What follows belongs to an exercise in optimizing a design on an open flow for small area, a short achievable clock period and few clock cycles; a production flow would make more cautious choices.
Power and IR drop assume default switching activity.

old:
==> flow/design.v <==
module infix_calc
(
    input  wire       CLK,
    input  wire       RST,
    output reg        BUSY,
    input  wire [7:0] INPUT_SIGN,
    input  wire       SIGN_STB,
    input  wire [7:0] INPUT_NUMBER,
    input  wire       NUMBER_STB,
    output wire [7:0] OUT,
    output reg        OUT_STB
);
wire in_mul = ~INPUT_SIGN[0];
wire in_div = INPUT_SIGN[2] & INPUT_SIGN[1];
wire in_sub = ~INPUT_SIGN[1];
wire take_num = NUMBER_STB & ~SIGN_STB & ~BUSY;
wire take_op  = SIGN_STB & ~NUMBER_STB & ~BUSY;
wire take_end = SIGN_STB & NUMBER_STB & ~BUSY;
reg       r_num;     
reg       r_lo;      
reg       r_end;     
reg [7:0] r_val;     
reg       m_mul;     
reg       m_div;     
reg       n_sub;     
always @(posedge CLK) begin
    if (RST) begin
        r_num <= 1'b0;
        r_lo  <= 1'b0;
        r_end <= 1'b0;
        m_mul <= 1'b0;
        m_div <= 1'b0;
        BUSY  <= 1'b0;
    end else begin
        r_num <= take_num;
        r_lo  <= take_op & ~in_mul & ~in_div;
        r_end <= take_end;
        if (take_op | take_end) begin
            m_mul <= in_mul & take_op;
            m_div <= in_div & take_op;
        end
        BUSY  <= r_num & m_mul & take_op & (in_mul | in_div);
    end
    r_val <= INPUT_NUMBER ^ {8{m_div}};
    if (take_op & ~in_mul & ~in_div)
        n_sub <= in_sub;
end
reg  [7:0]    term;
reg           a_num;      
reg           a_mul;
reg           a_div;
reg  [7:0]    a_val;      
reg  [K1-1:0] a_rem;      
reg           b_div;      
reg           b_mul;      
reg  [K2-1:0] b_rem;      
localparam K1 = 4;
localparam K2 = 6;
wire [7:0] x1 = r_val;    
wire [0:0] dv0 = m_div & term[7];
wire [1:0] ds0 = {1'b0, dv0} + {1'b0, x1[0:0]} + {1'd0, m_div};
wire qd0 = ds0[1] & (x1[7:1] == {7{m_div}});    
wire dq0 = m_div ? qd0 : term[7];
wire [0:0] dr0 = dq0 ? ds0[0:0] : dv0;
wire [1:0] dv1 = {dr0, m_div & term[6]};
wire [2:0] ds1 = {1'b0, dv1} + {1'b0, x1[1:0]} + {2'd0, m_div};
wire qd1 = ds1[2] & (x1[7:2] == {6{m_div}});    
wire dq1 = m_div ? qd1 : term[6];
wire [1:0] dr1 = dq1 ? ds1[1:0] : dv1;
wire [2:0] dv2 = {dr1, m_div & term[5]};
wire [3:0] ds2 = {1'b0, dv2} + {1'b0, x1[2:0]} + {3'd0, m_div};
wire qd2 = ds2[3] & (x1[7:3] == {5{m_div}});    
wire dq2 = m_div ? qd2 : term[5];
wire [2:0] dr2 = dq2 ? ds2[2:0] : dv2;
wire [3:0] dv3 = {dr2, m_div & term[4]};
wire [4:0] ds3 = {1'b0, dv3} + {1'b0, x1[3:0]} + {4'd0, m_div};
wire qd3 = ds3[4] & (x1[7:4] == {4{m_div}});    
wire dq3 = m_div ? qd3 : term[4];
wire [3:0] dr3 = dq3 ? ds3[3:0] : dv3;
wire [4:0] dv4 = {a_rem, a_div & term[3]};
wire [5:0] ds4 = {1'b0, dv4} + {1'b0, a_val[4:0]} + {5'd0, a_div};
wire qd4 = ds4[5] & (a_val[7:5] == {3{a_div}});    
wire dq4 = a_div ? qd4 : term[3];
wire [4:0] dr4 = dq4 ? ds4[4:0] : dv4;
wire [5:0] dv5 = {dr4, a_div & term[2]};
wire [6:0] ds5 = {1'b0, dv5} + {1'b0, a_val[5:0]} + {6'd0, a_div};
wire qd5 = ds5[6] & (a_val[7:6] == {2{a_div}});    
wire dq5 = a_div ? qd5 : term[2];
wire [5:0] dr5 = dq5 ? ds5[5:0] : dv5;
wire [6:0] dv6 = {b_rem, a_div & term[1]};
wire [7:0] ds6 = {1'b0, dv6} + {1'b0, a_val[6:0]} + {7'd0, a_div};
wire qd6 = ds6[7] & (a_val[7:7] == {1{a_div}});    
wire dq6 = a_div ? qd6 : term[1];
wire [6:0] dr6 = dq6 ? ds6[6:0] : dv6;
wire [7:0] dv7 = {dr6, a_div & term[0]};
wire [8:0] ds7 = {1'b0, dv7} + {1'b0, a_val[7:0]} + {8'd0, a_div};
wire qd7 = ds7[8];    
wire dq7 = a_div ? qd7 : term[0];
wire [7:0] dr7 = dq7 ? ds7[7:0] : dv7;
wire [K1-1:0]    q1 = {qd0, qd1, qd2, qd3};
wire [K2-K1-1:0] q2 = {qd4, qd5};
wire [7-K2:0]    q3 = {qd6, qd7};
wire [7:0]       r3 = dr7;    
always @(posedge CLK) begin
    if (RST) begin
        a_num <= 1'b0;
        b_div <= 1'b0;
        b_mul <= 1'b0;
    end else begin
        a_num <= r_num;
        b_div <= a_num & a_div;
        b_mul <= a_num & a_mul;
    end
    if (r_num) begin
        a_mul <= m_mul;
        a_div <= m_div;
        a_val <= r_val;
    end
    a_rem <= dr3;
    b_rem <= dr5;
    if (a_num & ~a_div & ~a_mul)
        term <= a_val;
    else if (b_mul)
        term <= r3;
    else begin
        if (r_num & m_div)
            term[7:8-K1] <= q1;
        if (a_num & a_div)
            term[7-K1:8-K2] <= q2;
        if (b_div)
            term[7-K2:0] <= q3;
    end
end
reg [7:0] sum;
reg       first;     
reg       sop_sub;   
reg       p_sub;     
reg       lo1, lo2, end1, end2;
wire [7:0] base  = first ? 8'd0 : sum;
wire [7:0] total = base + (term ^ {8{sop_sub}}) + {7'd0, sop_sub};
always @(posedge CLK) begin
    if (RST) begin
        lo1     <= 1'b0;
        lo2     <= 1'b0;
        end1    <= 1'b0;
        end2    <= 1'b0;
        first   <= 1'b1;
        sop_sub <= 1'b0;
        OUT_STB <= 1'b0;
    end else begin
        lo1     <= r_lo;
        lo2     <= lo1;
        end1    <= r_end;
        end2    <= end1;
        OUT_STB <= end2;
        if (lo2) begin
            first   <= 1'b0;
            sop_sub <= p_sub;
        end else if (end2) begin
            first   <= 1'b1;
            sop_sub <= 1'b0;
        end
    end
    if (lo1)
        p_sub <= n_sub;
    if (lo2 | end2)
        sum <= total;
end
assign OUT = sum;
endmodule
Settings: LEC_CHECK=0, CAP_MARGIN=20, CORE_MARGIN=2, CORE_UTILIZATION=40, SLEW_MARGIN=20; clock period 13.0 ns.
standard.sh (not shown) runs the stock make flow with config.mk's settings and CLKGATE_MAP_FILE= SYNTH_SCRIPT=/design/flow/synth_recipe.tcl, a recipe that flattens the netlist after the stock synthesis.
==> flow/flow/run.sh <==
#!/bin/bash
# Standard ORFS layout at the design's clock and constraints, with a larger setup
# target for the timing repair, plain buffers on the ports and clock tree options
# (see params.sh).
set -euo pipefail
source flow/params.sh
bash standard.sh SETUP_SLACK_MARGIN=$SETUP_MARGIN "BUFFER_PORTS_ARGS=-buffer_cell $PORT_BUF" "CTS_ARGS=$CTS" $EXTRA finish > make.log 2>&1
==> flow/flow/params.sh <==
SETUP_MARGIN=9.0
EXTRA="ABC_AREA=1"
CTS="-sink_clustering_enable -repair_clock_nets -dont_use_dummy_load"
PORT_BUF=sky130_fd_sc_hd__buf_2
Edits applied to the flow inputs when going from old to new:
-- flow/design.v --
<<< old, line 42
        BUSY  <= r_num & m_mul & take_op & (in_mul | in_div);
    end
    r_val <= INPUT_NUMBER ^ {8{m_div}};
    if (take_op & ~in_mul & ~in_div)
        n_sub <= in_sub;
>>> new, line 42
        BUSY  <= r_num & m_mul & take_op & (in_mul | in_div);
    end
    r_val <= INPUT_NUMBER;
    if (take_op & ~in_mul & ~in_div)
        n_sub <= in_sub;
<<< old, line 52
reg  [7:0]    a_val;      
reg  [K1-1:0] a_rem;      
reg           b_div;      
reg           b_mul;      
reg  [K2-1:0] b_rem;      
localparam K1 = 4;
localparam K2 = 6;
wire [7:0] x1 = r_val;    
wire [0:0] dv0 = m_div & term[7];
wire [1:0] ds0 = {1'b0, dv0} + {1'b0, x1[0:0]} + {1'd0, m_div};
>>> new, line 52
reg  [7:0]    a_val;      
reg  [K1-1:0] a_rem;      
reg           b_num;      
reg  [K2-1:0] b_rem;      
localparam K1 = 4;
localparam K2 = 6;
wire [7:0] x1 = r_val ^ {8{m_div}};    
wire [0:0] dv0 = m_div & term[7];
wire [1:0] ds0 = {1'b0, dv0} + {1'b0, x1[0:0]} + {1'd0, m_div};
<<< old, line 105
    if (RST) begin
        a_num <= 1'b0;
        b_div <= 1'b0;
        b_mul <= 1'b0;
    end else begin
        a_num <= r_num;
        b_div <= a_num & a_div;
        b_mul <= a_num & a_mul;
    end
    if (r_num) begin
        a_mul <= m_mul;
        a_div <= m_div;
        a_val <= r_val;
    end
    a_rem <= dr3;
>>> new, line 104
    if (RST) begin
        a_num <= 1'b0;
        b_num <= 1'b0;
    end else begin
        a_num <= r_num;
        b_num <= a_num;
    end
    if (r_num) begin
        a_mul <= m_mul;
        a_div <= m_div;
        a_val <= x1;
    end
    a_rem <= dr3;
<<< old, line 121
    if (a_num & ~a_div & ~a_mul)
        term <= a_val;
    else if (b_mul)
        term <= r3;
    else begin
>>> new, line 118
    if (a_num & ~a_div & ~a_mul)
        term <= a_val;
    else if (b_num & a_mul)
        term <= r3;
    else begin
<<< old, line 128
        if (a_num & a_div)
            term[7-K1:8-K2] <= q2;
        if (b_div)
            term[7-K2:0] <= q3;
    end
end
reg [7:0] sum;
reg       first;     
reg       sop_sub;   
reg       p_sub;     
reg       lo1, lo2, end1, end2;
wire [7:0] base  = first ? 8'd0 : sum;
wire [7:0] total = base + (term ^ {8{sop_sub}}) + {7'd0, sop_sub};
always @(posedge CLK) begin
    if (RST) begin
>>> new, line 125
        if (a_num & a_div)
            term[7-K1:8-K2] <= q2;
        if (b_num & a_div)
            term[7-K2:0] <= q3;
    end
end
reg [7:0] sum;
reg       sop_sub;   
reg       p_sub;     
reg       lo1, lo2, end1, end2;
wire [7:0] total = sum + (term ^ {8{sop_sub}}) + {7'd0, sop_sub};
always @(posedge CLK) begin
    if (RST) begin
<<< old, line 145
        end1    <= 1'b0;
        end2    <= 1'b0;
        first   <= 1'b1;
        sop_sub <= 1'b0;
        OUT_STB <= 1'b0;
>>> new, line 140
        end1    <= 1'b0;
        end2    <= 1'b0;
        sop_sub <= 1'b0;
        OUT_STB <= 1'b0;
<<< old, line 154
        end2    <= end1;
        OUT_STB <= end2;
        if (lo2) begin
            first   <= 1'b0;
            sop_sub <= p_sub;
        end else if (end2) begin
            first   <= 1'b1;
            sop_sub <= 1'b0;
        end
    end
    if (lo1)
        p_sub <= n_sub;
    if (lo2 | end2)
        sum <= total;
end
>>> new, line 148
        end2    <= end1;
        OUT_STB <= end2;
        if (lo2)
            sop_sub <= p_sub;
        else if (end2)
            sop_sub <= 1'b0;
    end
    if (lo1)
        p_sub <= n_sub;
    if (RST | OUT_STB)
        sum <= 8'd0;
    else if (lo2 | end2)
        sum <= total;
end
## What came out
In terms of synthesized cell area, new and old differ only marginally.
Compared new against old; area of the die within noise.
Compared with old, new shows a total met2 wirelength after detailed routing that is about 6.6% lower.
old → new: final weighted congestion in routability-driven placement decreased 1.2%, combinational group share of total power increased 5.0 points.
| clock network fraction of design power | higher: old |
Compared to old, new has area fraction in compound gates after synthesis 3.0 points higher.
Looking at new and old, the clock transition at the register clock pins on the worst setup and hold paths after CTS is a wash.
The power consumed by the clock network was comparable across new and old.
Relative to old, maximum number of pins on one net before global-route repair increased by 2 in new.
Every run (new and old) finished clean.
new vs old: summed area of non-filler cells in the final layout down in new
Sequential fraction of total cell area, new and old: larger value in old
Of new and old, the run reporting the lower detailed-route wire length was new.
Function was not checked in any run of this note: the RTL went through the layout flow alone.

==> separate check: timing with driven ports <==
How much do the figures lean on ideal ports? The routed layouts below were timed once more, with nothing changed but the port constraints.
Step 1, drivers: a clkbuf_16 drives CLK and a buf_2 each remaining input, both assumed.
Step 2 adds t to the input delays and takes it off the output delays; t is the mean of the earliest and latest rising clock arrival at the registers after step 1. Input paths then give back, and output paths get back, about the clock's delay inside the block.
Three values: no drivers, after step 1, after step 2; two values: the first two.
| run | t, ns | setup WS [ns] | latest minus earliest clock arrival (ns) | slew at the worst register clock pin (ns) |
|---|---|---|---|---|
| old | 0.350 | 8.798 / 8.798 / 8.798 | 0.018 / 0.019 | 0.06 / 0.06 |
| new | 0.354 | 9.253 / 9.253 / 9.253 | 0.019 / 0.018 | 0.05 / 0.05 |
After both steps setup and hold are still met in every run listed.
